What follows belongs to an exercise in optimizing a design on an open flow for small area and a short achievable clock period; a production flow would make more cautious choices. At most, simulation tests tie the RTL to the original design; equivalence was not proved. Function not checked in run 2: the RTL went through the layout flow alone. Power is estimated from default activity; no workload was simulated.

==> flow/design.v (outline; a module is shown in full before it is edited, if it fits) <==
// module num_rpad: 10 lines
// module num_sneg: 8 lines
// module num_sabs: 8 lines
// module num_min: 9 lines
// module num_max: 9 lines
// module num_smin: 9 lines
// module num_smax: 9 lines
// module num_ssignbit: 8 lines
// module num_sadd: 17 lines
// module num_smul: 47 lines
// module smul_q31: 814 lines
// module sq_benc: 10 lines
// module sq_bpp: 10 lines
// module sq_fa: 10 lines
// module sq_ha: 9 lines
module smul_q31 (
    input  logic        clk,
    input  logic        reset,
    input  logic        go,
    input  logic [31:0] left,
    input  logic [31:0] right,
    output logic [31:0] out,
    output logic        done
);
  // ...
==> flow/flow/run.sh <==
#!/bin/bash
# The standard synthesis and layout, with two changes to how the layout
# is made:
#  - after synthesis, the Booth selector gates (a22oi) are set to their
#    smallest drive strength (the placement's repair steps resize them again
#    where timing needs it);
#  - the input and output ports are buffered with buf_2 cells rather than
#    the flow's default choice.
set -euo pipefail
bash standard.sh synth > synth.log 2>&1
R=orfs/results/sky130hd/smul_q31/base
cat > downsize.tcl <<TCL
read_db $R/1_synth.odb
set db [ord::get_db]
set m1 [\$db findMaster sky130_fd_sc_hd__a22oi_1]
set n 0
foreach inst [[ord::get_db_block] getInsts] {
  if {[[\$inst getMaster] getName] eq "sky130_fd_sc_hd__a22oi_2"} {
    \$inst swapMaster \$m1
    incr n
  }
}
puts "downsized \$n a22oi_2 to a22oi_1"
write_db $R/1_synth.odb
TCL
openroad -no_init -exit downsize.tcl > downsize.log 2>&1
export BUFFER_PORTS_ARGS="-buffer_cell sky130_fd_sc_hd__buf_2"
bash standard.sh > layout.log 2>&1
==> flow/standard.sh <==
#!/bin/bash
# synth_recipe.tcl (not shown) runs the flow's synth.tcl, then flattens the netlist and writes it again
# the make line also repeats each setting of config.mk as NAME=value (left out here)
make -C /OpenROAD-flow-scripts/flow DESIGN_CONFIG=/design/flow/config.mk WORK_HOME=/design/flow/orfs CLKGATE_MAP_FILE= SYNTH_SCRIPT=/design/flow/synth_recipe.tcl "${@:-finish}"
==> flow/config.mk <==
export PLATFORM = sky130hd
export DESIGN_NAME = smul_q31
export DESIGN_NICKNAME = smul_q31
export VERILOG_FILES = /design/flow/design.v
export SDC_FILE = /design/flow/constraint.sdc
export NUM_CORES = 4
export LEC_CHECK = 0
export CAP_MARGIN = 20
export CORE_MARGIN = 2
export CORE_UTILIZATION = 65
export PLACE_DENSITY = 0.82
export SETUP_SLACK_MARGIN = 2.8
export SLEW_MARGIN = 20
export SYNTH_HIERARCHICAL = 1
export SYNTH_MINIMUM_KEEP_SIZE = 0
==> flow/constraint.sdc <==
create_clock -name core_clock -period 8.0 [get_ports {clk}]
set_input_delay 1.6000 -clock core_clock [delete_from_list [all_inputs] [get_ports {clk}]]
set_output_delay 1.6000 -clock core_clock [all_outputs]
set_load 0.01 [all_outputs]
==> flow_metrics.env, run 1 <==
export IMPL_path_buf_inv=1
export IMPL_status="timing/DRC/antenna clean"
export IMPL_clk_power_w=0.000483
export IMPL_min_from="d0"
export IMPL_post_place_ws_ps=1937
export IMPL_pwr_share_clk=0.056
export IMPL_routed_top_layer="met5"
export IMPL_synthCells=1452
export IMPL_comb_multi_input_count=1337
export IMPL_power_frac_seq=0.138
export IMPL_nonClkBufAreaFrac=0.06578
export IMPL_ioPinCount=100
export IMPL_hold_viol_final=0
export IMPL_sh_seq_area=0.09157
export IMPL_fin_cells=1948
export IMPL_drt_iter0_drc=1921
export IMPL_grt_ovfl_total=0
export IMPL_ir_drop_mv=0.2899
export IMPL_p_sw_frac=0.5088
export IMPL_insertion_delay_ps=360
export IMPL_tap_cells=324
export IMPL_globalRouteMet3Util=0.1532
export IMPL_inverters=17
export IMPL_max_freq_mhz=190.7
export IMPL_dr_wl_met2_um=23540
export IMPL_vias=13940
export IMPL_ys_warn_count=7
export IMPL_viasPerCell=7.158
export IMPL_cp_depth=11
==> module smul_q31, before the edit <==
module smul_q31 (
    input  logic        clk,
    input  logic        reset,
    input  logic        go,
    input  logic [31:0] left,
    input  logic [31:0] right,
    output logic [31:0] out,
    output logic        done
);
  logic d0, d1;               
  logic [39:0] sa, sb;        
  logic sl;                   
  wire xen = go & ~d1;        
  wire cyc2 = d0 & ~d1;       
  wire hold = ~go | d1;       
  wire keep = hold & ~reset;
  wire add2 = cyc2 & ~reset;  
  wire kboth = add2 | hold;
  assign done = d1;
  wire [16:0] bs = cyc2 ? right[31:15] : {right[15:0], 1'b0};
  wire [31:0] x = left & {32{xen}};
  wire [8:0] qlo = {1'b0, sa[7:0]} + {1'b0, sb[7:0]} + {8'd0, sl};
  wire [47:0] ea, eb;
  assign ea[0] = (add2 & sa[8]);
  assign eb[0] = (add2 & sb[8]);
  assign ea[1] = (add2 & sa[9]);
  assign eb[1] = (add2 & sb[9]);
  assign ea[2] = (add2 & sa[10]);
  assign eb[2] = (add2 & sb[10]);
  assign ea[3] = (add2 & sa[11]);
  assign eb[3] = (add2 & sb[11]);
  assign ea[4] = (add2 & sa[12]);
  assign eb[4] = (add2 & sb[12]);
  assign ea[5] = (add2 & sa[13]);
  assign eb[5] = (add2 & sb[13]);
  assign ea[6] = (add2 & sa[14]);
  assign eb[6] = (add2 & sb[14]);
  assign ea[7] = (add2 & sa[15]);
  assign eb[7] = (add2 & sb[15]);
  assign ea[8] = (add2 & sa[16]) | (keep & sa[0]);
  assign eb[8] = (add2 & sb[16]) | (keep & sb[0]);
  assign ea[9] = (add2 & sa[17]) | (keep & sa[1]);
  assign eb[9] = (add2 & sb[17]) | (keep & sb[1]);
  assign ea[10] = (add2 & sa[18]) | (keep & sa[2]);
  assign eb[10] = (add2 & sb[18]) | (keep & sb[2]);
  assign ea[11] = (add2 & sa[19]) | (keep & sa[3]);
  assign eb[11] = (add2 & sb[19]) | (keep & sb[3]);
  assign ea[12] = (add2 & sa[20]) | (keep & sa[4]);
  assign eb[12] = (add2 & sb[20]) | (keep & sb[4]);
  assign ea[13] = (add2 & sa[21]) | (keep & sa[5]);
  assign eb[13] = (add2 & sb[21]) | (keep & sb[5]);
  assign ea[14] = (add2 & sa[22]) | (keep & sa[6]);
  assign eb[14] = (add2 & sb[22]) | (keep & sb[6]);
  assign ea[15] = (add2 & sa[23]) | (keep & sa[7]);
  assign eb[15] = (add2 & sb[23]) | (keep & sb[7]);
  assign ea[16] = (add2 & sa[24]) | (keep & sa[8]);
  assign eb[16] = (add2 & sb[24]) | (keep & sb[8]);
  assign ea[17] = (add2 & sa[25]) | (keep & sa[9]);
  assign eb[17] = (add2 & sb[25]) | (keep & sb[9]);
  assign ea[18] = (add2 & sa[26]) | (keep & sa[10]);
  assign eb[18] = (add2 & sb[26]) | (keep & sb[10]);
  assign ea[19] = (add2 & sa[27]) | (keep & sa[11]);
  assign eb[19] = (add2 & sb[27]) | (keep & sb[11]);
  assign ea[20] = (add2 & sa[28]) | (keep & sa[12]);
  assign eb[20] = (add2 & sb[28]) | (keep & sb[12]);
  assign ea[21] = (add2 & sa[29]) | (keep & sa[13]);
  assign eb[21] = (add2 & sb[29]) | (keep & sb[13]);
  assign ea[22] = (add2 & sa[30]) | (keep & sa[14]);
  assign eb[22] = (add2 & sb[30]) | (keep & sb[14]);
  assign ea[23] = (add2 & sa[31]) | (keep & sa[15]);
  assign eb[23] = (add2 & sb[31]) | (keep & sb[15]);
  assign ea[24] = (add2 & sa[32]) | (keep & sa[16]);
  assign eb[24] = (add2 & sb[32]) | (keep & sb[16]);
  assign ea[25] = (add2 & sa[33]) | (keep & sa[17]);
  assign eb[25] = (add2 & sb[33]) | (keep & sb[17]);
  assign ea[26] = (add2 & sa[34]) | (keep & sa[18]);
  assign eb[26] = (add2 & sb[34]) | (keep & sb[18]);
  assign ea[27] = (add2 & sa[35]) | (keep & sa[19]);
  assign eb[27] = (add2 & sb[35]) | (keep & sb[19]);
  assign ea[28] = (add2 & sa[36]) | (keep & sa[20]);
  assign eb[28] = (add2 & sb[36]) | (keep & sb[20]);
  assign ea[29] = (add2 & sa[37]) | (keep & sa[21]);
  assign eb[29] = (add2 & sb[37]) | (keep & sb[21]);
  assign ea[30] = (add2 & sa[38]) | (keep & sa[22]);
  assign eb[30] = (add2 & sb[38]) | (keep & sb[22]);
  assign ea[31] = (add2 & sa[39]) | (keep & sa[23]);
  assign eb[31] = (add2 & sb[39]) | (keep & sb[23]);
  assign ea[32] = (keep & sa[24]);
  assign eb[32] = (keep & sb[24]);
  assign ea[33] = (keep & sa[25]);
  assign eb[33] = (keep & sb[25]);
  assign ea[34] = (keep & sa[26]);
  assign eb[34] = (keep & sb[26]);
  assign ea[35] = (keep & sa[27]);
  assign eb[35] = (keep & sb[27]);
  assign ea[36] = (keep & sa[28]);
  assign eb[36] = (keep & sb[28]);
  assign ea[37] = (keep & sa[29]);
  assign eb[37] = (keep & sb[29]);
  assign ea[38] = (keep & sa[30]);
  assign eb[38] = (keep & sb[30]);
  assign ea[39] = (keep & sa[31]);
  assign eb[39] = (keep & sb[31]);
  assign ea[40] = (keep & sa[32]);
  assign eb[40] = (keep & sb[32]);
  assign ea[41] = (keep & sa[33]);
  assign eb[41] = (keep & sb[33]);
  assign ea[42] = (keep & sa[34]);
  assign eb[42] = (keep & sb[34]);
  assign ea[43] = (keep & sa[35]);
  assign eb[43] = (keep & sb[35]);
  assign ea[44] = (keep & sa[36]);
  assign eb[44] = (keep & sb[36]);
  assign ea[45] = (keep & sa[37]);
  assign eb[45] = (keep & sb[37]);
  assign ea[46] = (keep & sa[38]);
  assign eb[46] = (keep & sb[38]);
  assign ea[47] = (keep & sa[39]);
  assign eb[47] = (keep & sb[39]);
  wire ec = add2 & qlo[8];
  wire eh = keep & sl;
  wire [0:0] neg0, one0, two0;
  sq_benc e0 (.b(bs[2:0]), .neg(neg0), .one(one0), .two(two0));
  wire [0:0] neg1, one1, two1;
  sq_benc e1 (.b(bs[4:2]), .neg(neg1), .one(one1), .two(two1));
  wire [0:0] neg2, one2, two2;
  sq_benc e2 (.b(bs[6:4]), .neg(neg2), .one(one2), .two(two2));
  wire [0:0] neg3, one3, two3;
  sq_benc e3 (.b(bs[8:6]), .neg(neg3), .one(one3), .two(two3));
  wire [0:0] neg4, one4, two4;
  sq_benc e4 (.b(bs[10:8]), .neg(neg4), .one(one4), .two(two4));
  wire [0:0] neg5, one5, two5;
  sq_benc e5 (.b(bs[12:10]), .neg(neg5), .one(one5), .two(two5));
  wire [0:0] neg6, one6, two6;
  sq_benc e6 (.b(bs[14:12]), .neg(neg6), .one(one6), .two(two6));
  wire [0:0] neg7, one7, two7;
  sq_benc e7 (.b(bs[16:14]), .neg(neg7), .one(one7), .two(two7));
  wire [32:0] pp0, q0;
  sq_bpp b0[32:0] (.x0({x[31], x}), .x1({x, 1'b0}), .neg({{17{neg0[0]}}, {16{neg0[0]}}}), .one({{17{one0[0]}}, {16{one0[0]}}}), .two({{17{two0[0]}}, {16{two0[0]}}}), .p(q0));
  assign pp0 = {~q0[32], q0[31:0]};
  wire [32:0] pp1, q1;
  sq_bpp b1[32:0] (.x0({x[31], x}), .x1({x, 1'b0}), .neg({{17{neg1[0]}}, {16{neg1[0]}}}), .one({{17{one1[0]}}, {16{one1[0]}}}), .two({{17{two1[0]}}, {16{two1[0]}}}), .p(q1));
  assign pp1 = {~q1[32], q1[31:0]};
  wire [32:0] pp2, q2;
  sq_bpp b2[32:0] (.x0({x[31], x}), .x1({x, 1'b0}), .neg({{17{neg2[0]}}, {16{neg2[0]}}}), .one({{17{one2[0]}}, {16{one2[0]}}}), .two({{17{two2[0]}}, {16{two2[0]}}}), .p(q2));
  assign pp2 = {~q2[32], q2[31:0]};
  wire [32:0] pp3, q3;
  sq_bpp b3[32:0] (.x0({x[31], x}), .x1({x, 1'b0}), .neg({{17{neg3[0]}}, {16{neg3[0]}}}), .one({{17{one3[0]}}, {16{one3[0]}}}), .two({{17{two3[0]}}, {16{two3[0]}}}), .p(q3));
  assign pp3 = {~q3[32], q3[31:0]};
  wire [32:0] pp4, q4;
  sq_bpp b4[32:0] (.x0({x[31], x}), .x1({x, 1'b0}), .neg({{17{neg4[0]}}, {16{neg4[0]}}}), .one({{17{one4[0]}}, {16{one4[0]}}}), .two({{17{two4[0]}}, {16{two4[0]}}}), .p(q4));
  assign pp4 = {~q4[32], q4[31:0]};
  wire [32:0] pp5, q5;
  sq_bpp b5[32:0] (.x0({x[31], x}), .x1({x, 1'b0}), .neg({{17{neg5[0]}}, {16{neg5[0]}}}), .one({{17{one5[0]}}, {16{one5[0]}}}), .two({{17{two5[0]}}, {16{two5[0]}}}), .p(q5));
  assign pp5 = {~q5[32], q5[31:0]};
  wire [32:0] pp6, q6;
  sq_bpp b6[32:0] (.x0({x[31], x}), .x1({x, 1'b0}), .neg({{17{neg6[0]}}, {16{neg6[0]}}}), .one({{17{one6[0]}}, {16{one6[0]}}}), .two({{17{two6[0]}}, {16{two6[0]}}}), .p(q6));
  assign pp6 = {~q6[32], q6[31:0]};
  wire [32:0] pp7, q7;
  sq_bpp b7[32:0] (.x0({x[31], x}), .x1({x, 1'b0}), .neg({{17{neg7[0]}}, {16{neg7[0]}}}), .one({{17{one7[0]}}, {16{one7[0]}}}), .two({{17{two7[0]}}, {16{two7[0]}}}), .p(q7));
  assign pp7 = {~q7[32], q7[31:0]};
  wire s1, c2;
  sq_ha h2 (.a(ea[12]), .b(eb[12]), .s(s1), .co(c2));
  wire s3, c4;
  sq_ha h4 (.a(ea[13]), .b(eb[13]), .s(s3), .co(c4));
  wire s5, c6;
  sq_fa f6 (.a(ea[14]), .b(eb[14]), .c(neg7[0]), .s(s5), .co(c6));
  wire s7, c8;
  sq_ha h8 (.a(pp0[14]), .b(pp1[12]), .s(s7), .co(c8));
  wire s9, c10;
  sq_fa f10 (.a(ea[15]), .b(eb[15]), .c(pp0[15]), .s(s9), .co(c10));
  wire s11, c12;
  sq_ha h12 (.a(pp1[13]), .b(pp2[11]), .s(s11), .co(c12));
  wire s13, c14;
  sq_fa f14 (.a(add2), .b(ea[16]), .c(eb[16]), .s(s13), .co(c14));
  wire s15, c16;
  sq_fa f16 (.a(pp0[16]), .b(pp1[14]), .c(pp2[12]), .s(s15), .co(c16));
  wire s17, c18;
  sq_fa f18 (.a(add2), .b(ea[17]), .c(eb[17]), .s(s17), .co(c18));
  wire s19, c20;
  sq_fa f20 (.a(pp0[17]), .b(pp1[15]), .c(pp2[13]), .s(s19), .co(c20));
  wire s21, c22;
  sq_fa f22 (.a(ea[18]), .b(eb[18]), .c(pp0[18]), .s(s21), .co(c22));
  wire s23, c24;
  sq_ha h24 (.a(pp1[16]), .b(pp2[14]), .s(s23), .co(c24));
  wire s25, c26;
  sq_fa f26 (.a(add2), .b(ea[19]), .c(eb[19]), .s(s25), .co(c26));
  wire s27, c28;
  sq_fa f28 (.a(pp0[19]), .b(pp1[17]), .c(pp2[15]), .s(s27), .co(c28));
  wire s29, c30;
  sq_fa f30 (.a(ea[20]), .b(eb[20]), .c(pp0[20]), .s(s29), .co(c30));
  wire s31, c32;
  sq_ha h32 (.a(pp1[18]), .b(pp2[16]), .s(s31), .co(c32));
  wire s33, c34;
  sq_fa f34 (.a(add2), .b(ea[21]), .c(eb[21]), .s(s33), .co(c34));
  wire s35, c36;
  sq_fa f36 (.a(pp0[21]), .b(pp1[19]), .c(pp2[17]), .s(s35), .co(c36));
  wire s37, c38;
  sq_fa f38 (.a(ea[22]), .b(eb[22]), .c(pp0[22]), .s(s37), .co(c38));
  wire s39, c40;
  sq_ha h40 (.a(pp1[20]), .b(pp2[18]), .s(s39), .co(c40));
  wire s41, c42;
  sq_fa f42 (.a(add2), .b(ea[23]), .c(eb[23]), .s(s41), .co(c42));
  wire s43, c44;
  sq_fa f44 (.a(pp0[23]), .b(pp1[21]), .c(pp2[19]), .s(s43), .co(c44));
  wire s45, c46;
  sq_fa f46 (.a(ea[24]), .b(eb[24]), .c(pp0[24]), .s(s45), .co(c46));
  wire s47, c48;
  sq_ha h48 (.a(pp1[22]), .b(pp2[20]), .s(s47), .co(c48));
  wire s49, c50;
  sq_fa f50 (.a(add2), .b(ea[25]), .c(eb[25]), .s(s49), .co(c50));
  wire s51, c52;
  sq_fa f52 (.a(pp0[25]), .b(pp1[23]), .c(pp2[21]), .s(s51), .co(c52));
  wire s53, c54;
  sq_fa f54 (.a(ea[26]), .b(eb[26]), .c(pp0[26]), .s(s53), .co(c54));
  wire s55, c56;
  sq_ha h56 (.a(pp1[24]), .b(pp2[22]), .s(s55), .co(c56));
  wire s57, c58;
  sq_fa f58 (.a(add2), .b(ea[27]), .c(eb[27]), .s(s57), .co(c58));
  wire s59, c60;
  sq_fa f60 (.a(pp0[27]), .b(pp1[25]), .c(pp2[23]), .s(s59), .co(c60));
  wire s61, c62;
  sq_fa f62 (.a(ea[28]), .b(eb[28]), .c(pp0[28]), .s(s61), .co(c62));
  wire s63, c64;
  sq_ha h64 (.a(pp1[26]), .b(pp2[24]), .s(s63), .co(c64));
  wire s65, c66;
  sq_fa f66 (.a(add2), .b(ea[29]), .c(eb[29]), .s(s65), .co(c66));
  wire s67, c68;
  sq_fa f68 (.a(pp0[29]), .b(pp1[27]), .c(pp2[25]), .s(s67), .co(c68));
  wire s69, c70;
  sq_fa f70 (.a(ea[30]), .b(eb[30]), .c(pp0[30]), .s(s69), .co(c70));
  wire s71, c72;
  sq_ha h72 (.a(pp1[28]), .b(pp2[26]), .s(s71), .co(c72));
  wire s73, c74;
  sq_fa f74 (.a(add2), .b(ea[31]), .c(eb[31]), .s(s73), .co(c74));
  wire s75, c76;
  sq_fa f76 (.a(pp0[31]), .b(pp1[29]), .c(pp2[27]), .s(s75), .co(c76));
  wire s77, c78;
  sq_fa f78 (.a(hold), .b(ea[32]), .c(eb[32]), .s(s77), .co(c78));
  wire s79, c80;
  sq_fa f80 (.a(pp0[32]), .b(pp1[30]), .c(pp2[28]), .s(s79), .co(c80));
  wire s81, c82;
  sq_fa f82 (.a(kboth), .b(ea[33]), .c(eb[33]), .s(s81), .co(c82));
  wire s83, c84;
  sq_ha h84 (.a(pp1[31]), .b(pp2[29]), .s(s83), .co(c84));
  wire s85, c86;
  sq_fa f86 (.a(ea[34]), .b(eb[34]), .c(pp1[32]), .s(s85), .co(c86));
  wire s87, c88;
  sq_ha h88 (.a(kboth), .b(ea[35]), .s(s87), .co(c88));
  wire s89, c90;
  sq_ha h90 (.a(ea[6]), .b(eb[6]), .s(s89), .co(c90));
  wire s91, c92;
  sq_ha h92 (.a(ea[7]), .b(eb[7]), .s(s91), .co(c92));
  wire s93, c94;
  sq_fa f94 (.a(ea[8]), .b(eb[8]), .c(eh), .s(s93), .co(c94));
  wire s95, c96;
  sq_fa f96 (.a(neg4[0]), .b(pp0[8]), .c(pp1[6]), .s(s95), .co(c96));
  wire s97, c98;
  sq_fa f98 (.a(ea[9]), .b(eb[9]), .c(pp0[9]), .s(s97), .co(c98));
  wire s99, c100;
  sq_ha h100 (.a(pp1[7]), .b(pp2[5]), .s(s99), .co(c100));
  wire s101, c102;
  sq_fa f102 (.a(ea[10]), .b(eb[10]), .c(neg5[0]), .s(s101), .co(c102));
  wire s103, c104;
  sq_fa f104 (.a(pp0[10]), .b(pp1[8]), .c(pp2[6]), .s(s103), .co(c104));
  wire s105, c106;
  sq_ha h106 (.a(pp3[4]), .b(pp4[2]), .s(s105), .co(c106));
  wire s107, c108;
  sq_fa f108 (.a(ea[11]), .b(eb[11]), .c(pp0[11]), .s(s107), .co(c108));
  wire s109, c110;
  sq_fa f110 (.a(pp1[9]), .b(pp2[7]), .c(pp3[5]), .s(s109), .co(c110));
  wire s111, c112;
  sq_ha h112 (.a(pp4[3]), .b(pp5[1]), .s(s111), .co(c112));
  wire s113, c114;
  sq_fa f114 (.a(s1), .b(neg6[0]), .c(pp0[12]), .s(s113), .co(c114));
  wire s115, c116;
  sq_fa f116 (.a(pp1[10]), .b(pp2[8]), .c(pp3[6]), .s(s115), .co(c116));
  wire s117, c118;
  sq_fa f118 (.a(pp4[4]), .b(pp5[2]), .c(pp6[0]), .s(s117), .co(c118));
  wire s119, c120;
  sq_fa f120 (.a(c2), .b(s3), .c(pp0[13]), .s(s119), .co(c120));
  wire s121, c122;
  sq_fa f122 (.a(pp1[11]), .b(pp2[9]), .c(pp3[7]), .s(s121), .co(c122));
  wire s123, c124;
  sq_fa f124 (.a(pp4[5]), .b(pp5[3]), .c(pp6[1]), .s(s123), .co(c124));
  wire s125, c126;
  sq_fa f126 (.a(c4), .b(pp2[10]), .c(pp3[8]), .s(s125), .co(c126));
  wire s127, c128;
  sq_fa f128 (.a(pp4[6]), .b(pp5[4]), .c(pp6[2]), .s(s127), .co(c128));
  wire s129, c130;
  sq_fa f130 (.a(pp7[0]), .b(s5), .c(s7), .s(s129), .co(c130));
  wire s131, c132;
  sq_fa f132 (.a(pp3[9]), .b(pp4[7]), .c(pp5[5]), .s(s131), .co(c132));
  wire s133, c134;
  sq_fa f134 (.a(pp6[3]), .b(pp7[1]), .c(c6), .s(s133), .co(c134));
  wire s135, c136;
  sq_fa f136 (.a(c8), .b(s11), .c(s9), .s(s135), .co(c136));
  wire s137, c138;
  sq_fa f138 (.a(s13), .b(pp3[10]), .c(pp4[8]), .s(s137), .co(c138));
  wire s139, c140;
  sq_fa f140 (.a(pp5[6]), .b(pp6[4]), .c(pp7[2]), .s(s139), .co(c140));
  wire s141, c142;
  sq_fa f142 (.a(c12), .b(c10), .c(s15), .s(s141), .co(c142));
  wire s143, c144;
  sq_fa f144 (.a(c14), .b(s17), .c(pp3[11]), .s(s143), .co(c144));
  wire s145, c146;
  sq_fa f146 (.a(pp4[9]), .b(pp5[7]), .c(pp6[5]), .s(s145), .co(c146));
  wire s147, c148;
  sq_fa f148 (.a(pp7[3]), .b(c16), .c(s19), .s(s147), .co(c148));
  wire s149, c150;
  sq_fa f150 (.a(c18), .b(pp3[12]), .c(pp4[10]), .s(s149), .co(c150));
  wire s151, c152;
  sq_fa f152 (.a(pp5[8]), .b(pp6[6]), .c(pp7[4]), .s(s151), .co(c152));
  wire s153, c154;
  sq_fa f154 (.a(s23), .b(c20), .c(s21), .s(s153), .co(c154));
  wire s155, c156;
  sq_fa f156 (.a(s25), .b(pp3[13]), .c(pp4[11]), .s(s155), .co(c156));
  wire s157, c158;
  sq_fa f158 (.a(pp5[9]), .b(pp6[7]), .c(pp7[5]), .s(s157), .co(c158));
  wire s159, c160;
  sq_fa f160 (.a(c24), .b(c22), .c(s27), .s(s159), .co(c160));
  wire s161, c162;
  sq_fa f162 (.a(c26), .b(pp3[14]), .c(pp4[12]), .s(s161), .co(c162));
  wire s163, c164;
  sq_fa f164 (.a(pp5[10]), .b(pp6[8]), .c(pp7[6]), .s(s163), .co(c164));
  wire s165, c166;
  sq_fa f166 (.a(s31), .b(c28), .c(s29), .s(s165), .co(c166));
  wire s167, c168;
  sq_fa f168 (.a(s33), .b(pp3[15]), .c(pp4[13]), .s(s167), .co(c168));
  wire s169, c170;
  sq_fa f170 (.a(pp5[11]), .b(pp6[9]), .c(pp7[7]), .s(s169), .co(c170));
  wire s171, c172;
  sq_fa f172 (.a(c32), .b(c30), .c(s35), .s(s171), .co(c172));
  wire s173, c174;
  sq_fa f174 (.a(c34), .b(pp3[16]), .c(pp4[14]), .s(s173), .co(c174));
  wire s175, c176;
  sq_fa f176 (.a(pp5[12]), .b(pp6[10]), .c(pp7[8]), .s(s175), .co(c176));
  wire s177, c178;
  sq_fa f178 (.a(s39), .b(c36), .c(s37), .s(s177), .co(c178));
  wire s179, c180;
  sq_fa f180 (.a(s41), .b(pp3[17]), .c(pp4[15]), .s(s179), .co(c180));
  wire s181, c182;
  sq_fa f182 (.a(pp5[13]), .b(pp6[11]), .c(pp7[9]), .s(s181), .co(c182));
  wire s183, c184;
  sq_fa f184 (.a(c40), .b(c38), .c(s43), .s(s183), .co(c184));
  wire s185, c186;
  sq_fa f186 (.a(c42), .b(pp3[18]), .c(pp4[16]), .s(s185), .co(c186));
  wire s187, c188;
  sq_fa f188 (.a(pp5[14]), .b(pp6[12]), .c(pp7[10]), .s(s187), .co(c188));
  wire s189, c190;
  sq_fa f190 (.a(s47), .b(c44), .c(s45), .s(s189), .co(c190));
  wire s191, c192;
  sq_fa f192 (.a(s49), .b(pp3[19]), .c(pp4[17]), .s(s191), .co(c192));
  wire s193, c194;
  sq_fa f194 (.a(pp5[15]), .b(pp6[13]), .c(pp7[11]), .s(s193), .co(c194));
  wire s195, c196;
  sq_fa f196 (.a(c48), .b(c46), .c(s51), .s(s195), .co(c196));
  wire s197, c198;
  sq_fa f198 (.a(c50), .b(pp3[20]), .c(pp4[18]), .s(s197), .co(c198));
  wire s199, c200;
  sq_fa f200 (.a(pp5[16]), .b(pp6[14]), .c(pp7[12]), .s(s199), .co(c200));
  wire s201, c202;
  sq_fa f202 (.a(s55), .b(c52), .c(s53), .s(s201), .co(c202));
  wire s203, c204;
  sq_fa f204 (.a(s57), .b(pp3[21]), .c(pp4[19]), .s(s203), .co(c204));
  wire s205, c206;
  sq_fa f206 (.a(pp5[17]), .b(pp6[15]), .c(pp7[13]), .s(s205), .co(c206));
  wire s207, c208;
  sq_fa f208 (.a(c56), .b(c54), .c(s59), .s(s207), .co(c208));
  wire s209, c210;
  sq_fa f210 (.a(c58), .b(pp3[22]), .c(pp4[20]), .s(s209), .co(c210));
  wire s211, c212;
  sq_fa f212 (.a(pp5[18]), .b(pp6[16]), .c(pp7[14]), .s(s211), .co(c212));
  wire s213, c214;
  sq_fa f214 (.a(s63), .b(c60), .c(s61), .s(s213), .co(c214));
  wire s215, c216;
  sq_fa f216 (.a(s65), .b(pp3[23]), .c(pp4[21]), .s(s215), .co(c216));
  wire s217, c218;
  sq_fa f218 (.a(pp5[19]), .b(pp6[17]), .c(pp7[15]), .s(s217), .co(c218));
  wire s219, c220;
  sq_fa f220 (.a(c64), .b(c62), .c(s67), .s(s219), .co(c220));
  wire s221, c222;
  sq_fa f222 (.a(c66), .b(pp3[24]), .c(pp4[22]), .s(s221), .co(c222));
  wire s223, c224;
  sq_fa f224 (.a(pp5[20]), .b(pp6[18]), .c(pp7[16]), .s(s223), .co(c224));
  wire s225, c226;
  sq_fa f226 (.a(s71), .b(c68), .c(s69), .s(s225), .co(c226));
  wire s227, c228;
  sq_fa f228 (.a(s73), .b(pp3[25]), .c(pp4[23]), .s(s227), .co(c228));
  wire s229, c230;
  sq_fa f230 (.a(pp5[21]), .b(pp6[19]), .c(pp7[17]), .s(s229), .co(c230));
  wire s231, c232;
  sq_fa f232 (.a(c72), .b(c70), .c(s75), .s(s231), .co(c232));
  wire s233, c234;
  sq_fa f234 (.a(c74), .b(s77), .c(pp3[26]), .s(s233), .co(c234));
  wire s235, c236;
  sq_fa f236 (.a(pp4[24]), .b(pp5[22]), .c(pp6[20]), .s(s235), .co(c236));
  wire s237, c238;
  sq_fa f238 (.a(pp7[18]), .b(c76), .c(s79), .s(s237), .co(c238));
  wire s239, c240;
  sq_fa f240 (.a(c78), .b(s81), .c(pp3[27]), .s(s239), .co(c240));
  wire s241, c242;
  sq_fa f242 (.a(pp4[25]), .b(pp5[23]), .c(pp6[21]), .s(s241), .co(c242));
  wire s243, c244;
  sq_fa f244 (.a(pp7[19]), .b(s83), .c(c80), .s(s243), .co(c244));
  wire s245, c246;
  sq_fa f246 (.a(c82), .b(pp2[30]), .c(pp3[28]), .s(s245), .co(c246));
  wire s247, c248;
  sq_fa f248 (.a(pp4[26]), .b(pp5[24]), .c(pp6[22]), .s(s247), .co(c248));
  wire s249, c250;
  sq_fa f250 (.a(pp7[20]), .b(c84), .c(s85), .s(s249), .co(c250));
  wire s251, c252;
  sq_fa f252 (.a(eb[35]), .b(s87), .c(pp2[31]), .s(s251), .co(c252));
  wire s253, c254;
  sq_fa f254 (.a(pp3[29]), .b(pp4[27]), .c(pp5[25]), .s(s253), .co(c254));
  wire s255, c256;
  sq_fa f256 (.a(pp6[23]), .b(pp7[21]), .c(c86), .s(s255), .co(c256));
  wire s257, c258;
  sq_fa f258 (.a(ea[36]), .b(eb[36]), .c(c88), .s(s257), .co(c258));
  wire s259, c260;
  sq_fa f260 (.a(pp2[32]), .b(pp3[30]), .c(pp4[28]), .s(s259), .co(c260));
  wire s261, c262;
  sq_fa f262 (.a(pp5[26]), .b(pp6[24]), .c(pp7[22]), .s(s261), .co(c262));
  wire s263, c264;
  sq_fa f264 (.a(kboth), .b(ea[37]), .c(eb[37]), .s(s263), .co(c264));
  wire s265, c266;
  sq_fa f266 (.a(pp3[31]), .b(pp4[29]), .c(pp5[27]), .s(s265), .co(c266));
  wire s267, c268;
  sq_ha h268 (.a(pp6[25]), .b(pp7[23]), .s(s267), .co(c268));
  wire s269, c270;
  sq_fa f270 (.a(ea[38]), .b(eb[38]), .c(pp3[32]), .s(s269), .co(c270));
  wire s271, c272;
  sq_fa f272 (.a(pp4[30]), .b(pp5[28]), .c(pp6[26]), .s(s271), .co(c272));
  wire s273, c274;
  sq_fa f274 (.a(kboth), .b(ea[39]), .c(eb[39]), .s(s273), .co(c274));
  wire s275, c276;
  sq_ha h276 (.a(pp4[31]), .b(pp5[29]), .s(s275), .co(c276));
  wire s277, c278;
  sq_fa f278 (.a(ea[40]), .b(eb[40]), .c(pp4[32]), .s(s277), .co(c278));
  wire s279, c280;
  sq_ha h280 (.a(kboth), .b(ea[41]), .s(s279), .co(c280));
  wire s281, c282;
  sq_ha h282 (.a(ea[0]), .b(eb[0]), .s(s281), .co(c282));
  wire s283, c284;
  sq_ha h284 (.a(ea[2]), .b(eb[2]), .s(s283), .co(c284));
  wire s285, c286;
  sq_ha h286 (.a(ea[3]), .b(eb[3]), .s(s285), .co(c286));
  wire s287, c288;
  sq_fa f288 (.a(ea[4]), .b(eb[4]), .c(neg2[0]), .s(s287), .co(c288));
  wire s289, c290;
  sq_ha h290 (.a(pp0[4]), .b(pp1[2]), .s(s289), .co(c290));
  wire s291, c292;
  sq_fa f292 (.a(ea[5]), .b(eb[5]), .c(pp0[5]), .s(s291), .co(c292));
  wire s293, c294;
  sq_ha h294 (.a(pp1[3]), .b(pp2[1]), .s(s293), .co(c294));
  wire s295, c296;
  sq_fa f296 (.a(s89), .b(neg3[0]), .c(pp0[6]), .s(s295), .co(c296));
  wire s297, c298;
  sq_fa f298 (.a(pp1[4]), .b(pp2[2]), .c(pp3[0]), .s(s297), .co(c298));
  wire s299, c300;
  sq_fa f300 (.a(c90), .b(s91), .c(pp0[7]), .s(s299), .co(c300));
  wire s301, c302;
  sq_fa f302 (.a(pp1[5]), .b(pp2[3]), .c(pp3[1]), .s(s301), .co(c302));
  wire s303, c304;
  sq_fa f304 (.a(c92), .b(s93), .c(pp2[4]), .s(s303), .co(c304));
  wire s305, c306;
  sq_fa f306 (.a(pp3[2]), .b(pp4[0]), .c(s95), .s(s305), .co(c306));
  wire s307, c308;
  sq_fa f308 (.a(c94), .b(pp3[3]), .c(pp4[1]), .s(s307), .co(c308));
  wire s309, c310;
  sq_fa f310 (.a(s99), .b(c96), .c(s97), .s(s309), .co(c310));
  wire s311, c312;
  sq_fa f312 (.a(pp5[0]), .b(s101), .c(c100), .s(s311), .co(c312));
  wire s313, c314;
  sq_fa f314 (.a(s105), .b(c98), .c(s103), .s(s313), .co(c314));
  wire s315, c316;
  sq_fa f316 (.a(c102), .b(c106), .c(s111), .s(s315), .co(c316));
  wire s317, c318;
  sq_fa f318 (.a(c104), .b(s107), .c(s109), .s(s317), .co(c318));
  wire s319, c320;
  sq_fa f320 (.a(c112), .b(c108), .c(c110), .s(s319), .co(c320));
  wire s321, c322;
  sq_fa f322 (.a(s113), .b(s115), .c(s117), .s(s321), .co(c322));
  wire s323, c324;
  sq_fa f324 (.a(c114), .b(c116), .c(c118), .s(s323), .co(c324));
  wire s325, c326;
  sq_fa f326 (.a(s119), .b(s121), .c(s123), .s(s325), .co(c326));
  wire s327, c328;
  sq_fa f328 (.a(c120), .b(c122), .c(c124), .s(s327), .co(c328));
  wire s329, c330;
  sq_fa f330 (.a(s125), .b(s127), .c(s129), .s(s329), .co(c330));
  wire s331, c332;
  sq_fa f332 (.a(c126), .b(c128), .c(s131), .s(s331), .co(c332));
  wire s333, c334;
  sq_fa f334 (.a(s133), .b(c130), .c(s135), .s(s333), .co(c334));
  wire s335, c336;
  sq_fa f336 (.a(c132), .b(s137), .c(s139), .s(s335), .co(c336));
  wire s337, c338;
  sq_fa f338 (.a(c134), .b(c136), .c(s141), .s(s337), .co(c338));
  wire s339, c340;
  sq_fa f340 (.a(c138), .b(c140), .c(s143), .s(s339), .co(c340));
  wire s341, c342;
  sq_fa f342 (.a(s145), .b(c142), .c(s147), .s(s341), .co(c342));
  wire s343, c344;
  sq_fa f344 (.a(c144), .b(c146), .c(s149), .s(s343), .co(c344));
  wire s345, c346;
  sq_fa f346 (.a(s151), .b(c148), .c(s153), .s(s345), .co(c346));
  wire s347, c348;
  sq_fa f348 (.a(c150), .b(c152), .c(s155), .s(s347), .co(c348));
  wire s349, c350;
  sq_fa f350 (.a(s157), .b(c154), .c(s159), .s(s349), .co(c350));
  wire s351, c352;
  sq_fa f352 (.a(c156), .b(c158), .c(s161), .s(s351), .co(c352));
  wire s353, c354;
  sq_fa f354 (.a(s163), .b(c160), .c(s165), .s(s353), .co(c354));
  wire s355, c356;
  sq_fa f356 (.a(c162), .b(c164), .c(s167), .s(s355), .co(c356));
  wire s357, c358;
  sq_fa f358 (.a(s169), .b(c166), .c(s171), .s(s357), .co(c358));
  wire s359, c360;
  sq_fa f360 (.a(c168), .b(c170), .c(s173), .s(s359), .co(c360));
  wire s361, c362;
  sq_fa f362 (.a(s175), .b(c172), .c(s177), .s(s361), .co(c362));
  wire s363, c364;
  sq_fa f364 (.a(c174), .b(c176), .c(s179), .s(s363), .co(c364));
  wire s365, c366;
  sq_fa f366 (.a(s181), .b(c178), .c(s183), .s(s365), .co(c366));
  wire s367, c368;
  sq_fa f368 (.a(c180), .b(c182), .c(s185), .s(s367), .co(c368));
  wire s369, c370;
  sq_fa f370 (.a(s187), .b(c184), .c(s189), .s(s369), .co(c370));
  wire s371, c372;
  sq_fa f372 (.a(c186), .b(c188), .c(s191), .s(s371), .co(c372));
  wire s373, c374;
  sq_fa f374 (.a(s193), .b(c190), .c(s195), .s(s373), .co(c374));
  wire s375, c376;
  sq_fa f376 (.a(c192), .b(c194), .c(s197), .s(s375), .co(c376));
  wire s377, c378;
  sq_fa f378 (.a(s199), .b(c196), .c(s201), .s(s377), .co(c378));
  wire s379, c380;
  sq_fa f380 (.a(c198), .b(c200), .c(s203), .s(s379), .co(c380));
  wire s381, c382;
  sq_fa f382 (.a(s205), .b(c202), .c(s207), .s(s381), .co(c382));
  wire s383, c384;
  sq_fa f384 (.a(c204), .b(c206), .c(s209), .s(s383), .co(c384));
  wire s385, c386;
  sq_fa f386 (.a(s211), .b(c208), .c(s213), .s(s385), .co(c386));
  wire s387, c388;
  sq_fa f388 (.a(c210), .b(c212), .c(s215), .s(s387), .co(c388));
  wire s389, c390;
  sq_fa f390 (.a(s217), .b(c214), .c(s219), .s(s389), .co(c390));
  wire s391, c392;
  sq_fa f392 (.a(c216), .b(c218), .c(s221), .s(s391), .co(c392));
  wire s393, c394;
  sq_fa f394 (.a(s223), .b(c220), .c(s225), .s(s393), .co(c394));
  wire s395, c396;
  sq_fa f396 (.a(c222), .b(c224), .c(s227), .s(s395), .co(c396));
  wire s397, c398;
  sq_fa f398 (.a(s229), .b(c226), .c(s231), .s(s397), .co(c398));
  wire s399, c400;
  sq_fa f400 (.a(c228), .b(c230), .c(s233), .s(s399), .co(c400));
  wire s401, c402;
  sq_fa f402 (.a(s235), .b(c232), .c(s237), .s(s401), .co(c402));
  wire s403, c404;
  sq_fa f404 (.a(c234), .b(c236), .c(s239), .s(s403), .co(c404));
  wire s405, c406;
  sq_fa f406 (.a(s241), .b(c238), .c(s243), .s(s405), .co(c406));
  wire s407, c408;
  sq_fa f408 (.a(c240), .b(c242), .c(s245), .s(s407), .co(c408));
  wire s409, c410;
  sq_fa f410 (.a(s247), .b(c244), .c(s249), .s(s409), .co(c410));
  wire s411, c412;
  sq_fa f412 (.a(c246), .b(c248), .c(s251), .s(s411), .co(c412));
  wire s413, c414;
  sq_fa f414 (.a(s253), .b(c250), .c(s255), .s(s413), .co(c414));
  wire s415, c416;
  sq_fa f416 (.a(s257), .b(c252), .c(c254), .s(s415), .co(c416));
  wire s417, c418;
  sq_fa f418 (.a(s259), .b(s261), .c(c256), .s(s417), .co(c418));
  wire s419, c420;
  sq_fa f420 (.a(s263), .b(c258), .c(s267), .s(s419), .co(c420));
  wire s421, c422;
  sq_fa f422 (.a(c260), .b(c262), .c(s265), .s(s421), .co(c422));
  wire s423, c424;
  sq_fa f424 (.a(c264), .b(pp7[24]), .c(c268), .s(s423), .co(c424));
  wire s425, c426;
  sq_fa f426 (.a(c266), .b(s269), .c(s271), .s(s425), .co(c426));
  wire s427, c428;
  sq_fa f428 (.a(s273), .b(pp6[27]), .c(pp7[25]), .s(s427), .co(c428));
  wire s429, c430;
  sq_fa f430 (.a(s275), .b(c270), .c(c272), .s(s429), .co(c430));
  wire s431, c432;
  sq_fa f432 (.a(c274), .b(pp5[30]), .c(pp6[28]), .s(s431), .co(c432));
  wire s433, c434;
  sq_fa f434 (.a(pp7[26]), .b(c276), .c(s277), .s(s433), .co(c434));
  wire s435, c436;
  sq_fa f436 (.a(eb[41]), .b(s279), .c(pp5[31]), .s(s435), .co(c436));
  wire s437, c438;
  sq_fa f438 (.a(pp6[29]), .b(pp7[27]), .c(c278), .s(s437), .co(c438));
  wire s439, c440;
  sq_fa f440 (.a(ea[42]), .b(eb[42]), .c(c280), .s(s439), .co(c440));
  wire s441, c442;
  sq_fa f442 (.a(pp5[32]), .b(pp6[30]), .c(pp7[28]), .s(s441), .co(c442));
  wire s443, c444;
  sq_fa f444 (.a(kboth), .b(ea[43]), .c(eb[43]), .s(s443), .co(c444));
  wire s445, c446;
  sq_ha h446 (.a(pp6[31]), .b(pp7[29]), .s(s445), .co(c446));
  wire s447, c448;
  sq_fa f448 (.a(ea[44]), .b(eb[44]), .c(pp6[32]), .s(s447), .co(c448));
  wire s449, c450;
  sq_ha h450 (.a(kboth), .b(ea[45]), .s(s449), .co(c450));
  wire s451, c452;
  sq_ha h452 (.a(ec), .b(s281), .s(s451), .co(c452));
  wire s453, c454;
  sq_fa f454 (.a(ea[1]), .b(eb[1]), .c(c282), .s(s453), .co(c454));
  wire s455, c456;
  sq_fa f456 (.a(s283), .b(neg1[0]), .c(pp0[2]), .s(s455), .co(c456));
  wire s457, c458;
  sq_fa f458 (.a(c284), .b(s285), .c(pp0[3]), .s(s457), .co(c458));
  wire s459, c460;
  sq_fa f460 (.a(c286), .b(pp2[0]), .c(s287), .s(s459), .co(c460));
  wire s461, c462;
  sq_fa f462 (.a(c288), .b(c290), .c(s293), .s(s461), .co(c462));
  wire s463, c464;
  sq_fa f464 (.a(c294), .b(c292), .c(s295), .s(s463), .co(c464));
  wire s465, c466;
  sq_fa f466 (.a(c296), .b(c298), .c(s299), .s(s465), .co(c466));
  wire s467, c468;
  sq_fa f468 (.a(c300), .b(c302), .c(s303), .s(s467), .co(c468));
  wire s469, c470;
  sq_fa f470 (.a(c304), .b(s307), .c(c306), .s(s469), .co(c470));
  wire s471, c472;
  sq_fa f472 (.a(c308), .b(s311), .c(c310), .s(s471), .co(c472));
  wire s473, c474;
  sq_fa f474 (.a(c312), .b(s315), .c(c314), .s(s473), .co(c474));
  wire s475, c476;
  sq_fa f476 (.a(c316), .b(c318), .c(s319), .s(s475), .co(c476));
  wire s477, c478;
  sq_fa f478 (.a(c320), .b(c322), .c(s323), .s(s477), .co(c478));
  wire s479, c480;
  sq_fa f480 (.a(c324), .b(c326), .c(s327), .s(s479), .co(c480));
  wire s481, c482;
  sq_fa f482 (.a(c328), .b(s331), .c(c330), .s(s481), .co(c482));
  wire s483, c484;
  sq_fa f484 (.a(c332), .b(s335), .c(c334), .s(s483), .co(c484));
  wire s485, c486;
  sq_fa f486 (.a(c336), .b(s339), .c(c338), .s(s485), .co(c486));
  wire s487, c488;
  sq_fa f488 (.a(c340), .b(s343), .c(c342), .s(s487), .co(c488));
  wire s489, c490;
  sq_fa f490 (.a(c344), .b(s347), .c(c346), .s(s489), .co(c490));
  wire s491, c492;
  sq_fa f492 (.a(c348), .b(s351), .c(c350), .s(s491), .co(c492));
  wire s493, c494;
  sq_fa f494 (.a(c352), .b(s355), .c(c354), .s(s493), .co(c494));
  wire s495, c496;
  sq_fa f496 (.a(c356), .b(s359), .c(c358), .s(s495), .co(c496));
  wire s497, c498;
  sq_fa f498 (.a(c360), .b(s363), .c(c362), .s(s497), .co(c498));
  wire s499, c500;
  sq_fa f500 (.a(c364), .b(s367), .c(c366), .s(s499), .co(c500));
  wire s501, c502;
  sq_fa f502 (.a(c368), .b(s371), .c(c370), .s(s501), .co(c502));
  wire s503, c504;
  sq_fa f504 (.a(c372), .b(s375), .c(c374), .s(s503), .co(c504));
  wire s505, c506;
  sq_fa f506 (.a(c376), .b(s379), .c(c378), .s(s505), .co(c506));
  wire s507, c508;
  sq_fa f508 (.a(c380), .b(s383), .c(c382), .s(s507), .co(c508));
  wire s509, c510;
  sq_fa f510 (.a(c384), .b(s387), .c(c386), .s(s509), .co(c510));
  wire s511, c512;
  sq_fa f512 (.a(c388), .b(s391), .c(c390), .s(s511), .co(c512));
  wire s513, c514;
  sq_fa f514 (.a(c392), .b(s395), .c(c394), .s(s513), .co(c514));
  wire s515, c516;
  sq_fa f516 (.a(c396), .b(s399), .c(c398), .s(s515), .co(c516));
  wire s517, c518;
  sq_fa f518 (.a(c400), .b(s403), .c(c402), .s(s517), .co(c518));
  wire s519, c520;
  sq_fa f520 (.a(c404), .b(s407), .c(c406), .s(s519), .co(c520));
  wire s521, c522;
  sq_fa f522 (.a(c408), .b(s411), .c(c410), .s(s521), .co(c522));
  wire s523, c524;
  sq_fa f524 (.a(c412), .b(s415), .c(c414), .s(s523), .co(c524));
  wire s525, c526;
  sq_fa f526 (.a(s419), .b(c416), .c(s421), .s(s525), .co(c526));
  wire s527, c528;
  sq_fa f528 (.a(c420), .b(s423), .c(c422), .s(s527), .co(c528));
  wire s529, c530;
  sq_fa f530 (.a(s427), .b(c424), .c(c426), .s(s529), .co(c530));
  wire s531, c532;
  sq_fa f532 (.a(c428), .b(s431), .c(c430), .s(s531), .co(c532));
  wire s533, c534;
  sq_fa f534 (.a(c432), .b(s435), .c(c434), .s(s533), .co(c534));
  wire s535, c536;
  sq_fa f536 (.a(s439), .b(c436), .c(s441), .s(s535), .co(c536));
  wire s537, c538;
  sq_fa f538 (.a(s443), .b(c440), .c(s445), .s(s537), .co(c538));
  wire s539, c540;
  sq_fa f540 (.a(c444), .b(pp7[30]), .c(c446), .s(s539), .co(c540));
  wire s541, c542;
  sq_fa f542 (.a(eb[45]), .b(s449), .c(pp7[31]), .s(s541), .co(c542));
  wire s543, c544;
  sq_fa f544 (.a(ea[46]), .b(eb[46]), .c(c450), .s(s543), .co(c544));
  wire s545, c546;
  sq_ha h546 (.a(neg0[0]), .b(s451), .s(s545), .co(c546));
  wire s547, c548;
  sq_fa f548 (.a(c452), .b(s453), .c(pp0[1]), .s(s547), .co(c548));
  wire s549, c550;
  sq_fa f550 (.a(c454), .b(pp1[0]), .c(s455), .s(s549), .co(c550));
  wire s551, c552;
  sq_fa f552 (.a(pp1[1]), .b(c456), .c(s457), .s(s551), .co(c552));
  wire s553, c554;
  sq_fa f554 (.a(s289), .b(c458), .c(s459), .s(s553), .co(c554));
  wire s555, c556;
  sq_fa f556 (.a(s291), .b(c460), .c(s461), .s(s555), .co(c556));
  wire s557, c558;
  sq_fa f558 (.a(s297), .b(c462), .c(s463), .s(s557), .co(c558));
  wire s559, c560;
  sq_fa f560 (.a(s301), .b(c464), .c(s465), .s(s559), .co(c560));
  wire s561, c562;
  sq_fa f562 (.a(c466), .b(s305), .c(s467), .s(s561), .co(c562));
  wire s563, c564;
  sq_fa f564 (.a(c468), .b(s309), .c(s469), .s(s563), .co(c564));
  wire s565, c566;
  sq_fa f566 (.a(s313), .b(c470), .c(s471), .s(s565), .co(c566));
  wire s567, c568;
  sq_fa f568 (.a(s317), .b(c472), .c(s473), .s(s567), .co(c568));
  wire s569, c570;
  sq_fa f570 (.a(s321), .b(c474), .c(s475), .s(s569), .co(c570));
  wire s571, c572;
  sq_fa f572 (.a(s325), .b(c476), .c(s477), .s(s571), .co(c572));
  wire s573, c574;
  sq_fa f574 (.a(s329), .b(c478), .c(s479), .s(s573), .co(c574));
  wire s575, c576;
  sq_fa f576 (.a(c480), .b(s333), .c(s481), .s(s575), .co(c576));
  wire s577, c578;
  sq_fa f578 (.a(s337), .b(c482), .c(s483), .s(s577), .co(c578));
  wire s579, c580;
  sq_fa f580 (.a(s341), .b(c484), .c(s485), .s(s579), .co(c580));
  wire s581, c582;
  sq_fa f582 (.a(s345), .b(c486), .c(s487), .s(s581), .co(c582));
  wire s583, c584;
  sq_fa f584 (.a(s349), .b(c488), .c(s489), .s(s583), .co(c584));
  wire s585, c586;
  sq_fa f586 (.a(s353), .b(c490), .c(s491), .s(s585), .co(c586));
  wire s587, c588;
  sq_fa f588 (.a(s357), .b(c492), .c(s493), .s(s587), .co(c588));
  wire s589, c590;
  sq_fa f590 (.a(s361), .b(c494), .c(s495), .s(s589), .co(c590));
  wire s591, c592;
  sq_fa f592 (.a(s365), .b(c496), .c(s497), .s(s591), .co(c592));
  wire s593, c594;
  sq_fa f594 (.a(s369), .b(c498), .c(s499), .s(s593), .co(c594));
  wire s595, c596;
  sq_fa f596 (.a(s373), .b(c500), .c(s501), .s(s595), .co(c596));
  wire s597, c598;
  sq_fa f598 (.a(s377), .b(c502), .c(s503), .s(s597), .co(c598));
  wire s599, c600;
  sq_fa f600 (.a(s381), .b(c504), .c(s505), .s(s599), .co(c600));
  wire s601, c602;
  sq_fa f602 (.a(s385), .b(c506), .c(s507), .s(s601), .co(c602));
  wire s603, c604;
  sq_fa f604 (.a(s389), .b(c508), .c(s509), .s(s603), .co(c604));
  wire s605, c606;
  sq_fa f606 (.a(s393), .b(c510), .c(s511), .s(s605), .co(c606));
  wire s607, c608;
  sq_fa f608 (.a(s397), .b(c512), .c(s513), .s(s607), .co(c608));
  wire s609, c610;
  sq_fa f610 (.a(s401), .b(c514), .c(s515), .s(s609), .co(c610));
  wire s611, c612;
  sq_fa f612 (.a(s405), .b(c516), .c(s517), .s(s611), .co(c612));
  wire s613, c614;
  sq_fa f614 (.a(s409), .b(s519), .c(c518), .s(s613), .co(c614));
  wire s615, c616;
  sq_fa f616 (.a(s413), .b(c520), .c(s521), .s(s615), .co(c616));
  wire s617, c618;
  sq_fa f618 (.a(s417), .b(s523), .c(c522), .s(s617), .co(c618));
  wire s619, c620;
  sq_fa f620 (.a(c418), .b(s525), .c(c524), .s(s619), .co(c620));
  wire s621, c622;
  sq_fa f622 (.a(s425), .b(c526), .c(s527), .s(s621), .co(c622));
  wire s623, c624;
  sq_fa f624 (.a(s429), .b(c528), .c(s529), .s(s623), .co(c624));
  wire s625, c626;
  sq_fa f626 (.a(s433), .b(c530), .c(s531), .s(s625), .co(c626));
  wire s627, c628;
  sq_fa f628 (.a(s437), .b(c532), .c(s533), .s(s627), .co(c628));
  wire s629, c630;
  sq_fa f630 (.a(c438), .b(s535), .c(c534), .s(s629), .co(c630));
  wire s631, c632;
  sq_fa f632 (.a(c442), .b(s537), .c(c536), .s(s631), .co(c632));
  wire s633, c634;
  sq_fa f634 (.a(s447), .b(c538), .c(s539), .s(s633), .co(c634));
  wire s635, c636;
  sq_fa f636 (.a(c448), .b(s541), .c(c540), .s(s635), .co(c636));
  wire s637, c638;
  sq_fa f638 (.a(s543), .b(pp7[32]), .c(c542), .s(s637), .co(c638));
  wire s639, c640;
  sq_fa f640 (.a(ea[47]), .b(eb[47]), .c(c544), .s(s639), .co(c640));
  wire [47:0] v1 = {s639, s637, c634, s633, s631, s629, c626, s625, c622, s621, c618, c616, c614, c612, c610, c608, c606, c604, c602, c600, c598, c596, c594, c592, c590, c588, c586, c584, c582, c580, c578, c576, c574, c572, c570, c568, c566, c564, c562, c560, c558, c556, c554, c552, c550, c548, c546, pp0[0]};
  wire [47:0] v2 = {c638, c636, s635, c632, c630, c628, s627, c624, s623, c620, s619, s617, s615, s613, s611, s609, s607, s605, s603, s601, s599, s597, s595, s593, s591, s589, s587, s585, s583, s581, s579, s577, s575, s573, s571, s569, s567, s565, s563, s561, s559, s557, s555, s553, s551, s549, s547, s545};
  wire [8:0] vlo = {1'b0, v1[7:0]} + {1'b0, v2[7:0]};
  always_ff @(posedge clk) begin
    d0 <= go;
    d1 <= go & d0;
    sa <= v1[47:8];
    sb <= v2[47:8];
    sl <= vlo[8];
  end
  wire [38:0] res = sa[38:0] + sb[38:0] + {38'd0, sl};
  assign out = res[38:7];
endmodule
==> run 2, diff against run 1 <==
--- a/flow/design.v
+++ b/flow/design.v
@@ -143,6 +143,7 @@
     output logic        done
 );
   logic d0, d1;               
+  logic hi;                   
   logic [39:0] sa, sb;        
   logic sl;                   
   wire xen = go & ~d1;        
@@ -152,7 +153,7 @@
   wire add2 = cyc2 & ~reset;  
   wire kboth = add2 | hold;
   assign done = d1;
-  wire [16:0] bs = cyc2 ? right[31:15] : {right[15:0], 1'b0};
+  wire [16:0] bs = hi ? right[31:15] : {right[15:0], 1'b0};
   wire [31:0] x = left & {32{xen}};
   wire [8:0] qlo = {1'b0, sa[7:0]} + {1'b0, sb[7:0]} + {8'd0, sl};
   wire [47:0] ea, eb;
@@ -254,45 +255,45 @@
   assign eb[47] = (keep & sb[39]);
   wire ec = add2 & qlo[8];
   wire eh = keep & sl;
-  wire [0:0] neg0, one0, two0;
-  sq_benc e0 (.b(bs[2:0]), .neg(neg0), .one(one0), .two(two0));
-  wire [0:0] neg1, one1, two1;
-  sq_benc e1 (.b(bs[4:2]), .neg(neg1), .one(one1), .two(two1));
-  wire [0:0] neg2, one2, two2;
-  sq_benc e2 (.b(bs[6:4]), .neg(neg2), .one(one2), .two(two2));
-  wire [0:0] neg3, one3, two3;
-  sq_benc e3 (.b(bs[8:6]), .neg(neg3), .one(one3), .two(two3));
-  wire [0:0] neg4, one4, two4;
-  sq_benc e4 (.b(bs[10:8]), .neg(neg4), .one(one4), .two(two4));
-  wire [0:0] neg5, one5, two5;
-  sq_benc e5 (.b(bs[12:10]), .neg(neg5), .one(one5), .two(two5));
-  wire [0:0] neg6, one6, two6;
-  sq_benc e6 (.b(bs[14:12]), .neg(neg6), .one(one6), .two(two6));
-  wire [0:0] neg7, one7, two7;
-  sq_benc e7 (.b(bs[16:14]), .neg(neg7), .one(one7), .two(two7));
+  wire [1:0] neg0, one0, two0;
+  sq_benc e0[1:0] (.b(bs[2:0]), .neg(neg0), .one(one0), .two(two0));
+  wire [1:0] neg1, one1, two1;
+  sq_benc e1[1:0] (.b(bs[4:2]), .neg(neg1), .one(one1), .two(two1));
+  wire [1:0] neg2, one2, two2;
+  sq_benc e2[1:0] (.b(bs[6:4]), .neg(neg2), .one(one2), .two(two2));
+  wire [1:0] neg3, one3, two3;
+  sq_benc e3[1:0] (.b(bs[8:6]), .neg(neg3), .one(one3), .two(two3));
+  wire [1:0] neg4, one4, two4;
+  sq_benc e4[1:0] (.b(bs[10:8]), .neg(neg4), .one(one4), .two(two4));
+  wire [1:0] neg5, one5, two5;
+  sq_benc e5[1:0] (.b(bs[12:10]), .neg(neg5), .one(one5), .two(two5));
+  wire [1:0] neg6, one6, two6;
+  sq_benc e6[1:0] (.b(bs[14:12]), .neg(neg6), .one(one6), .two(two6));
+  wire [1:0] neg7, one7, two7;
+  sq_benc e7[1:0] (.b(bs[16:14]), .neg(neg7), .one(one7), .two(two7));
   wire [32:0] pp0, q0;
-  sq_bpp b0[32:0] (.x0({x[31], x}), .x1({x, 1'b0}), .neg({{17{neg0[0]}}, {16{neg0[0]}}}), .one({{17{one0[0]}}, {16{one0[0]}}}), .two({{17{two0[0]}}, {16{two0[0]}}}), .p(q0));
+  sq_bpp b0[32:0] (.x0({x[31], x}), .x1({x, 1'b0}), .neg({{17{neg0[1]}}, {16{neg0[0]}}}), .one({{17{one0[1]}}, {16{one0[0]}}}), .two({{17{two0[1]}}, {16{two0[0]}}}), .p(q0));
   assign pp0 = {~q0[32], q0[31:0]};
   wire [32:0] pp1, q1;
-  sq_bpp b1[32:0] (.x0({x[31], x}), .x1({x, 1'b0}), .neg({{17{neg1[0]}}, {16{neg1[0]}}}), .one({{17{one1[0]}}, {16{one1[0]}}}), .two({{17{two1[0]}}, {16{two1[0]}}}), .p(q1));
+  sq_bpp b1[32:0] (.x0({x[31], x}), .x1({x, 1'b0}), .neg({{17{neg1[1]}}, {16{neg1[0]}}}), .one({{17{one1[1]}}, {16{one1[0]}}}), .two({{17{two1[1]}}, {16{two1[0]}}}), .p(q1));
   assign pp1 = {~q1[32], q1[31:0]};
   wire [32:0] pp2, q2;
-  sq_bpp b2[32:0] (.x0({x[31], x}), .x1({x, 1'b0}), .neg({{17{neg2[0]}}, {16{neg2[0]}}}), .one({{17{one2[0]}}, {16{one2[0]}}}), .two({{17{two2[0]}}, {16{two2[0]}}}), .p(q2));
+  sq_bpp b2[32:0] (.x0({x[31], x}), .x1({x, 1'b0}), .neg({{17{neg2[1]}}, {16{neg2[0]}}}), .one({{17{one2[1]}}, {16{one2[0]}}}), .two({{17{two2[1]}}, {16{two2[0]}}}), .p(q2));
   assign pp2 = {~q2[32], q2[31:0]};
   wire [32:0] pp3, q3;
-  sq_bpp b3[32:0] (.x0({x[31], x}), .x1({x, 1'b0}), .neg({{17{neg3[0]}}, {16{neg3[0]}}}), .one({{17{one3[0]}}, {16{one3[0]}}}), .two({{17{two3[0]}}, {16{two3[0]}}}), .p(q3));
+  sq_bpp b3[32:0] (.x0({x[31], x}), .x1({x, 1'b0}), .neg({{17{neg3[1]}}, {16{neg3[0]}}}), .one({{17{one3[1]}}, {16{one3[0]}}}), .two({{17{two3[1]}}, {16{two3[0]}}}), .p(q3));
   assign pp3 = {~q3[32], q3[31:0]};
   wire [32:0] pp4, q4;
-  sq_bpp b4[32:0] (.x0({x[31], x}), .x1({x, 1'b0}), .neg({{17{neg4[0]}}, {16{neg4[0]}}}), .one({{17{one4[0]}}, {16{one4[0]}}}), .two({{17{two4[0]}}, {16{two4[0]}}}), .p(q4));
+  sq_bpp b4[32:0] (.x0({x[31], x}), .x1({x, 1'b0}), .neg({{17{neg4[1]}}, {16{neg4[0]}}}), .one({{17{one4[1]}}, {16{one4[0]}}}), .two({{17{two4[1]}}, {16{two4[0]}}}), .p(q4));
   assign pp4 = {~q4[32], q4[31:0]};
   wire [32:0] pp5, q5;
-  sq_bpp b5[32:0] (.x0({x[31], x}), .x1({x, 1'b0}), .neg({{17{neg5[0]}}, {16{neg5[0]}}}), .one({{17{one5[0]}}, {16{one5[0]}}}), .two({{17{two5[0]}}, {16{two5[0]}}}), .p(q5));
+  sq_bpp b5[32:0] (.x0({x[31], x}), .x1({x, 1'b0}), .neg({{17{neg5[1]}}, {16{neg5[0]}}}), .one({{17{one5[1]}}, {16{one5[0]}}}), .two({{17{two5[1]}}, {16{two5[0]}}}), .p(q5));
   assign pp5 = {~q5[32], q5[31:0]};
   wire [32:0] pp6, q6;
-  sq_bpp b6[32:0] (.x0({x[31], x}), .x1({x, 1'b0}), .neg({{17{neg6[0]}}, {16{neg6[0]}}}), .one({{17{one6[0]}}, {16{one6[0]}}}), .two({{17{two6[0]}}, {16{two6[0]}}}), .p(q6));
+  sq_bpp b6[32:0] (.x0({x[31], x}), .x1({x, 1'b0}), .neg({{17{neg6[1]}}, {16{neg6[0]}}}), .one({{17{one6[1]}}, {16{one6[0]}}}), .two({{17{two6[1]}}, {16{two6[0]}}}), .p(q6));
   assign pp6 = {~q6[32], q6[31:0]};
   wire [32:0] pp7, q7;
-  sq_bpp b7[32:0] (.x0({x[31], x}), .x1({x, 1'b0}), .neg({{17{neg7[0]}}, {16{neg7[0]}}}), .one({{17{one7[0]}}, {16{one7[0]}}}), .two({{17{two7[0]}}, {16{two7[0]}}}), .p(q7));
+  sq_bpp b7[32:0] (.x0({x[31], x}), .x1({x, 1'b0}), .neg({{17{neg7[1]}}, {16{neg7[0]}}}), .one({{17{one7[1]}}, {16{one7[0]}}}), .two({{17{two7[1]}}, {16{two7[0]}}}), .p(q7));
   assign pp7 = {~q7[32], q7[31:0]};
   wire s1, c2;
   sq_ha h2 (.a(ea[12]), .b(eb[12]), .s(s1), .co(c2));
@@ -939,6 +940,7 @@
   wire [8:0] vlo = {1'b0, v1[7:0]} + {1'b0, v2[7:0]};
   always_ff @(posedge clk) begin
     d0 <= go;
+    hi <= go & ~d0;
     d1 <= go & d0;
     sa <= v1[47:8];
     sb <= v2[47:8];
--- a/flow/config.mk
+++ b/flow/config.mk
@@ -7,8 +7,8 @@
 export LEC_CHECK = 0
 export CAP_MARGIN = 20
 export CORE_MARGIN = 2
-export CORE_UTILIZATION = 65
-export PLACE_DENSITY = 0.82
+export CORE_UTILIZATION = 60
+export PLACE_DENSITY = 0.75
 export SETUP_SLACK_MARGIN = 2.8
 export SLEW_MARGIN = 20
 export SYNTH_HIERARCHICAL = 1
==> flow_metrics.env, run 2 <==
export IMPL_multi_input_area_um2=14860
export IMPL_tns_ps=0
export IMPL_io_buffer_count=99
export IMPL_path_buf_inv=1
export IMPL_rows=60
export IMPL_status="timing/DRC/antenna clean"
export IMPL_drt_iter0_drc=1714
export IMPL_wl_per_cell_um=26.63
export IMPL_ys_warn_count=7
export IMPL_timing_reg2reg_setup_slack_ps=3010
export IMPL_grt_max_degree=57
export IMPL_numCtsBuffers=9
export IMPL_critPathKind="input pin to flip-flop"
export IMPL_diodes=0
export IMPL_dieArea_um2=28520
export IMPL_area_delta_synth_final_pct=12.60
export IMPL_hold_path_class="flip-flop to flip-flop"
export IMPL_critical_path_top_delay_family="adder cells"
export IMPL_grt_total_usage=0.3765
export IMPL_final_common_cell="fa_1"
export IMPL_start_kind="input pin"
export IMPL_rsz0062_at_grt="yes"
export IMPL_cts_root_buf="clkbuf_16"
export IMPL_tightestPinTransition_ps=975.1
export IMPL_drv_cap=0
export IMPL_avgSynthCellArea_um2=10.79
export IMPL_finalSetupViolations=0
export IMPL_ir_drop_mv=0.2968
export IMPL_drcViolationCount=0
export IMPL_hold_end="hi"
export IMPL_powerDensity_nw_per_um2=462.9
export IMPL_crit_slowest_cell="nor2b_4"
export IMPL_cts_clk_slew_worst_paths_ps=60
export IMPL_die_width_um=168.9
export IMPL_clock_sinks=84
export IMPL_period_needed_ps=5193
export IMPL_r2r_end="sb[8]"
export IMPL_crit_top_cell="fa_1"
export IMPL_cp_end_kind="flip-flop"
export IMPL_initial_core_util=0.6087
export IMPL_hold_depth=1
export IMPL_synthCells=1512
export IMPL_dp_hpwl_um=40310
export IMPL_die_h_um=168.9
export IMPL_antenna_left=0
export IMPL_routed_wl_um=53370
export IMPL_coreArea_um2=26800
export IMPL_final_max_slew_viol_count=0
export IMPL_viasPerCell=6.920
export IMPL_insertion_delay_ps=350
export IMPL_layout_common_cells="290 x fa_1, 281 x xnor2_1, 264 x a22oi_1"
export IMPL_drive_gt1_frac=0.1678
export IMPL_fin_crit_sh=0.6491
export IMPL_htreeDepth=3
export IMPL_ctsLongestPathBuffers=2
export IMPL_ioPinCount=100
export IMPL_arrival_ps=5420
export IMPL_layout_nets=2106
export IMPL_path_max_fanout=17
export IMPL_finClkSkew_ps=8.353
export IMPL_min_from="d0"
export IMPL_cts_tree="yes"
export IMPL_grt_pass1_wl_um=81450
export IMPL_hold_viol_final=0
export IMPL_worstRegToRegCells=9
export IMPL_relSlewSlack=0.3490
export IMPL_max_stage_delay_ps=640
export IMPL_syn_cell_area_um2=16310
export IMPL_fillers=2066
export IMPL_grt_ovfl_total=0
export IMPL_grt_pass1_vias=13720
export IMPL_worstPathRequired_ps=8230
export IMPL_leakagePower_nw=7.168
export IMPL_gp_congestion=1.007
export IMPL_crit_chain="buf_2 > and2_1 > ha_2 > nor2b_4 > xnor2_1 > fa_1 > fa_1 > fa_1 > fa_1 > fa_1"
export IMPL_utilization=0.6854
export IMPL_vias=13870
export IMPL_antenna_found_initial=0
export IMPL_max_freq_mhz=192.6
export IMPL_regArea_um2=1682
export IMPL_reg_largest_list="sa: 40 flops, sb: 40 flops"
export IMPL_rr_startpoint="hi"
export IMPL_cts_hold_buf=0
export IMPL_firstDrtPassIters=8
==> run 2: what timing repair did <==
item / 4_1_cts / 5_1_grt
pin swaps: 5 / 10
endpoints found under the setup margin: 57 / 52
buffers inserted: 21 / 26
gates cloned: 2 / 2
gates resized for setup: 27 / 43
endpoints found under the hold margin: 0 / 0
==> run 2: metrics by stage <==
step / total power [W] / setup slack (ps) / instance area, um^2 / hold slack [ps] / std cells
after floorplan: 0.005658 / 2782 / 16440 / 407.4 / 1519
after detailed placement: 0.007869 / 1905 / 17330 / 439.6 / 1937
final: 0.008502 / 2807 / 18370 / 458.5 / 2004
after CTS: 0.008372 / 2808 / 17960 / 454.3 / 1976
after global placement: 0.007560 / 2026 / 17310 / 436.8 / 1937
after global routing: 0.009276 / 2758 / 18370 / 480.4 / 2004
==> run 2: where the power goes <==
part           leakage (nW)  switching (W)  total [W]  internal (W)
Combinational          6.32        0.00387    0.00698       0.00311
Clock                 0.136       0.000178   0.000398      0.000220
Sequential            0.708       0.000339    0.00112      0.000784
==> run 2: final cells by class <==
class,instances,area share
multi-input combinational,1394,0.8088
sequential,84,0.09155
timing repair buffer,155,0.05844
tap,341,0.02323
clock buffer,11,0.01321
inverter,14,0.002861
clock inverter,5,0.001907
==> run 2: worst register-to-register path, cell delays in order, from the launching register on <==
cell and delay (ps):
dfxtp_1 960, mux2_2 520, ha_2 210, nor2b_4 640, xnor2_1 210, fa_1 530
fa_1 430, fa_1 410, fa_1 540, fa_1 410
==> run 2: worst max-delay path by stage <==
stage,depth (start not counted),startpoint,endpoint
finish,10,right[15],sb[8]
global route,9,right[5],sb[8]
CTS,10,right[22],sb[24]
detailed placement,11,go,sb[16]
global placement,11,go,sb[16]
floorplan,11,go,sb[9]
==> run 2: per-layer routing <==
metal  GRT usage  wire length [um]  vias to the layer above
li1            -                 -                     5798
met2      0.5843             23950                      961
met5           0                 0                        -
met3     0.07949              5960                      170
met4      0.1432              2535                        0
met1      0.5222             20930                     6938

-- separate check: timing with driven ports --
No port has a modelled driver above. Below, the same layouts with a new extraction and two added sets of constraints.
Step 1 sets driving cells, clkbuf_16 on the clock port and buf_2 on the other inputs (assumed; they add their load-dependent delay and slew).
Step 2, shift: input delay + t, output delay - t, t = (earliest + latest rising clock arrival at the registers) / 2. This alone moves slack from input paths to output paths.
a / b / c = ideal / step 1 / step 2; a / b = the first two.
run | shift t [ns] | setup WS [ns]
run 1 | 0.408 | 2.757 / 2.779 / 2.371
run 2 | 0.384 | 2.807 / 2.824 / 2.440
After both steps every run listed still meets setup and hold.
